From an optimization exercise on the open Yosys and OpenROAD flow, aimed at small area and a short achievable clock period; shortcuts taken in it are not production practice. Where RTL was checked, it was by simulation tests only, not by an equivalence proof against the original.

==> flow/design.v <==
module Val2gen (
    input         m,
    input         I,
    input  [31:0] Val_RM,
    input  [11:0] imm,
    input  [11:0] shift_operand,
    output [31:0] Val2
);
wire [4:0] n   = shift_operand[11:7];
wire [1:0] st  = shift_operand[6:5];
wire       t_lsl = (st == 2'b00);
wire       t_ror = (st == 2'b11);
wire       t_asr = (st == 2'b10);
wire       nm    = ~m;
wire       sh    = nm & ~I;
wire [30:0] hi;
wire [31:0] lo;
genvar i;
generate
    for (i = 0; i < 31; i = i + 1) begin : g_hi
        wire rs = (t_ror & Val_RM[i]) | (t_asr & Val_RM[31]) | (t_lsl & Val_RM[i+1]);
        if (i < 8)
            assign hi[i] = I ? imm[i] : rs;
        else
            assign hi[i] = ~I & rs;
    end
    for (i = 0; i < 32; i = i + 1) begin : g_lo
        if (i < 8)
            assign lo[i] = sh ? (~t_lsl & Val_RM[i]) : imm[i];
        else if (i < 12)
            assign lo[i] = sh ? (~t_lsl & Val_RM[i]) : (m & imm[i]);
        else if (i < 31)
            assign lo[i] = sh & ~t_lsl & Val_RM[i];
        else
            assign lo[i] = sh & (t_lsl ? Val_RM[0] : Val_RM[31]);
    end
endgenerate
wire [4:0] k = {5{nm}} & (I ? {imm[11:8], 1'b0} : (n ^ {5{t_lsl}}));
wire [62:0] s0 = {hi, lo};
wire [46:0] s4 = k[4] ? s0[62:16] : s0[46:0];
wire [38:0] s3 = k[3] ? s4[46:8]  : s4[38:0];
wire [34:0] s2 = k[2] ? s3[38:4]  : s3[34:0];
wire [32:0] s1 = k[1] ? s2[34:2]  : s2[32:0];
assign Val2    = k[0] ? s1[32:1]  : s1[31:0];
endmodule
module ALU (input [3:0] ALU_Comnd,
            input [31:0] Val1, Val2,
            input C,
            output [31:0] ALU_out,
            output [3:0] SR);
wire [3:0] cmd = ALU_Comnd;
wire add   = cmd == 4'b0010;
wire adc   = cmd == 4'b0011;
wire sub   = cmd == 4'b0100;
wire sbc   = cmd == 4'b0101;
wire arith = add | adc | sub | sbc;
wire neg   = sub | sbc;
wire pos   = add | adc;
wire cin   = ((adc | sbc) & C) | sub;
reg [3:0] t;
always @(*) begin
    case (cmd)
    4'b0001: t = 4'b1010;            
    4'b1001: t = 4'b0101;            
    4'b0010, 4'b0011,
    4'b1000: t = 4'b0110;            
    4'b0100, 4'b0101: t = 4'b1001;   
    4'b0110: t = 4'b1000;            
    4'b0111: t = 4'b1110;            
    default: t = 4'b0000;
    endcase
end
wire [31:0] A = Val1, B = Val2;
wire [31:0] X, g, k;
genvar i;
generate
    for (i = 0; i < 32; i = i + 1) begin : g_bit
        assign X[i] = t[{A[i], B[i]}];
        assign g[i] = A[i] & ((B[i] & pos) | (~B[i] & neg));
        assign k[i] = (A[i] & arith) | (B[i] & pos) | (~B[i] & neg);
    end
endgenerate
wire [32:0] c;       
prefix_carry #(.N(32), .TYPE(3)) pc (.g(g), .k(k), .cin(cin), .c(c));
assign ALU_out = X ^ c[31:0];
wire [31:0] zb = ~(X ^ {k[30:0], cin});
wire Z1 = &zb;
wire N1 = ALU_out[31];
wire C1 = c[32] ^ neg;
wire V1 = arith & ~(A[31] ^ B[31] ^ neg) & (A[31] ^ c[31]);
assign SR = {Z1, C1, N1, V1};
endmodule
module prefix_carry #(parameter N = 32, parameter TYPE = 1) (
    input  [N-1:0] g, k,
    input          cin,
    output [N:0]   c
);
localparam L = 5;    
localparam S = 2*L;
wire [N*(S+1)-1:0] G, K;
genvar s, i;
generate
    for (i = 0; i < N; i = i + 1) begin : g_l0
        if (i == 0) begin : g_c
            assign G[0] = g[0] | (k[0] & cin);
            assign K[0] = 1'b0;
        end else begin : g_n
            assign G[i] = g[i];
            assign K[i] = k[i];
        end
    end
    for (s = 1; s <= S; s = s + 1) begin : g_st
        for (i = 0; i < N; i = i + 1) begin : g_b
            localparam integer J =
                (TYPE == 0) ? ((s <= L && i >= (1 << (s-1))) ? i - (1 << (s-1)) : -1) :
                (TYPE == 1) ? ((s <= L && ((i >> (s-1)) & 1)) ? ((i >> (s-1)) << (s-1)) - 1 : -1) :
                (TYPE == 2) ? ((s <= L) ? ((((i + 1) % (1 << s)) == 0) ? i - (1 << (s-1)) : -1)
                                        : ((s < S && ((i + 1) % (1 << (S-s))) == (1 << (S-s-1)) && i >= (1 << (S-s)))
                                              ? i - (1 << (S-s-1)) : -1)) :
                      ((s <= L) ? (((i % 2) == 1 && i >= (1 << (s-1))) ? i - (1 << (s-1)) : -1)
                            : ((s == L+1 && (i % 2) == 0 && i > 0) ? i - 1 : -1));
            if (J >= 0) begin : g_op
                assign G[s*N+i] = G[(s-1)*N+i] | (K[(s-1)*N+i] & G[(s-1)*N+J]);
                assign K[s*N+i] = K[(s-1)*N+i] & K[(s-1)*N+J];
            end else begin : g_pass
                assign G[s*N+i] = G[(s-1)*N+i];
                assign K[s*N+i] = K[(s-1)*N+i];
            end
        end
    end
endgenerate
assign c = {G[S*N +: N], cin};
endmodule
module EXE_stage(
                input [31:0] PC,
                input MEM_R_EN,
                input MEM_W_EN,
                input [3:0] EXE_CMD,
                input S,
                input I,
                input [31:0] Val_RN,
                input [31:0] Val_RM,
                input [11:0] imm,
                input [11:0] shift_operand,
                input signed [23:0] signed_immed_24,
                input [3:0] status,
                output wire [31:0] BranchAddr,
                output [3:0] status_out,
                output wire [31:0] ALU_out
                );
wire [31:0] Val2;
            Val2gen val2gen_instance (
                                      .m(MEM_R_EN|MEM_W_EN),
                                      .I(I),
                                      .Val_RM(Val_RM),
                                      .imm(imm),
                                      .shift_operand(shift_operand),
                                      .Val2(Val2)
                                     );
wire [24:0] ba_lo = {1'b0, PC[25:2]} + {1'b0, signed_immed_24};
wire        ba_c  = ba_lo[24];
wire        ba_s  = signed_immed_24[23];
wire [5:0]  ba_h  = PC[31:26];
wire [5:0]  ba_hi;
genvar j;
generate
    for (j = 0; j < 6; j = j + 1) begin : g_hi
        wire ones  = (j == 0) ? 1'b1 : &ba_h[(j == 0 ? 0 : j-1):0];
        wire zeros = (j == 0) ? 1'b1 : ~|ba_h[(j == 0 ? 0 : j-1):0];
        assign ba_hi[j] = ba_h[j] ^ ((ba_c & ~ba_s & ones) | (~ba_c & ba_s & zeros));
    end
endgenerate
assign BranchAddr = {ba_hi, ba_lo[23:0], PC[1:0]};
            ALU alu_instance(
                             .ALU_Comnd(EXE_CMD),
                             .Val1(Val_RN),
                             .Val2(Val2),
                             .C(status[2]),
                             .ALU_out(ALU_out),
                             .SR(status_out)
                            );
endmodule
module arm_exe (
    input             clk,
    input             rst,
    input      [31:0] PC,
    input             MEM_R_EN,
    input             MEM_W_EN,
    input      [3:0]  EXE_CMD,
    input             I,
    input      [31:0] Val_RN,
    input      [31:0] Val_RM,
    input      [11:0] imm,
    input      [11:0] shift_operand,
    input      [23:0] signed_immed_24,
    input      [3:0]  status,
    output reg [31:0] BranchAddr,
    output reg [3:0]  status_out,
    output reg [31:0] ALU_out
);
wire [31:0] branch_w, alu_w;
wire [3:0]  status_w;
EXE_stage exe (
    .PC(PC), .MEM_R_EN(MEM_R_EN), .MEM_W_EN(MEM_W_EN), .EXE_CMD(EXE_CMD),
    .S(1'b0), .I(I), .Val_RN(Val_RN), .Val_RM(Val_RM), .imm(imm),
    .shift_operand(shift_operand), .signed_immed_24(signed_immed_24),
    .status(status), .BranchAddr(branch_w), .status_out(status_w),
    .ALU_out(alu_w)
);
always @(posedge clk or posedge rst) begin
    if (rst) begin
        BranchAddr <= 32'b0;
        status_out <= 4'b0;
        ALU_out    <= 32'b0;
    end else begin
        BranchAddr <= branch_w;
        status_out <= status_w;
        ALU_out    <= alu_w;
    end
end
endmodule
clock: 10.0 ns
lec_check: 0
abc_area: 1
cap_margin: 20
core_margin: 2
core_utilization: 40
place_density: 0.6
setup_slack_margin: 3.6
slew_margin: 20
standard.sh (not shown) runs the stock make flow with config.mk's settings and CLKGATE_MAP_FILE= SYNTH_SCRIPT=/design/flow/synth_recipe.tcl, a recipe that flattens the netlist after the stock synthesis.
==> flow/flow/run.sh <==
#!/bin/bash
# Own layout flow: the standard ORFS flow (standard.sh) with these changes:
#  - synthesis maps with the ABC script in flow/abc.script (map with a
#    3.5 ns delay target and area recovery, in place of ORFS's own scripts),
#  - the port buffers that global placement inserts are buf_1 cells,
#  - clock tree synthesis uses small buffers and no dummy loads.
# Everything else (synthesis script, floorplan, power grid, tap cells,
# placement, CTS, routing) is the standard flow. Each tool's output goes
# to the ORFS logs under orfs/logs; make's own output to flow_make.log.
set -euo pipefail
W=$(pwd)
rm -rf "$W/own_scripts"
cp -r "$FLOW_HOME/scripts" "$W/own_scripts"
cp "$W/flow/abc.script" "$W/own_scripts/abc_area.script"
export SCRIPTS_DIR="$W/own_scripts"
export BUFFER_PORTS_ARGS="-buffer_cell sky130_fd_sc_hd__buf_1"
# clock tree of clkbuf_4 and clkbuf_8 cells, and
# no dummy loads
export CTS_ARGS="-sink_clustering_enable -repair_clock_nets -buf_list \"sky130_fd_sc_hd__clkbuf_4 sky130_fd_sc_hd__clkbuf_8\" -dont_use_dummy_load"
bash "$W/standard.sh" > "$W/flow_make.log" 2>&1
==> flow/flow/abc.script <==
strash
dch
map -D 3500
buffer -c
upsize -c
dnsize -c
Rerun with:
--- a/flow/design.v
+++ b/flow/design.v
@@ -78,13 +78,13 @@
         assign X[i] = t[{A[i], B[i]}];
         assign g[i] = A[i] & ((B[i] & pos) | (~B[i] & neg));
         assign k[i] = (A[i] & arith) | (B[i] & pos) | (~B[i] & neg);
     end
 endgenerate
 wire [32:0] c;       
-prefix_carry #(.N(32), .TYPE(3)) pc (.g(g), .k(k), .cin(cin), .c(c));
+prefix_carry #(.N(32), .TYPE(1)) pc (.g(g), .k(k), .cin(cin), .c(c));
 assign ALU_out = X ^ c[31:0];
 wire [31:0] zb = ~(X ^ {k[30:0], cin});
 wire Z1 = &zb;
 wire N1 = ALU_out[31];
 wire C1 = c[32] ^ neg;
 wire V1 = arith & ~(A[31] ^ B[31] ^ neg) & (A[31] ^ c[31]);
Outcome: The new run went through all stages and came out clean; worst setup slack improved by 0.077 ns; die area is lower by 1.1%; area after synthesis went down by 1.1%; worst hold slack improves by 0.17 ns; via count fell by 0.34%; wire length rises by 2.8%; cell count came out lower by 0.99%; global-route usage rose by 1.5 points.
No functional check of the RTL was part of the first run of this note.

==> port drivers added, routing unchanged <==
Ports are ideal in the flow. The routed layouts listed here were re-timed in OpenROAD. Step 1 (the two cells are an assumption about what drives the block):
set clk [get_ports {clk}]
set_driving_cell -lib_cell sky130_fd_sc_hd__clkbuf_16 $clk
set_driving_cell -lib_cell sky130_fd_sc_hd__buf_2 [delete_from_list [all_inputs] $clk]
Step 2 moves the port delays by t, midway between the first and last clock arrival at a register: inputs arrive t later, outputs are due t later. That takes back most of the time a late clock gives input paths. Three values: no drivers, after step 1, after step 2; two values: the first two.
run | shift t [ns] | slack for setup (ns) | worst setup path after step 2
the first run | 0.374 | 3.874 / 3.893 / 3.519 | input to register
the second run | 0.397 | 3.951 / 3.974 / 3.576 | input to register
After both steps every run listed still meets setup and hold. The setup slack of the second run, which loses most, moves by +0.023 ns with the drivers and by -0.375 ns with both steps.
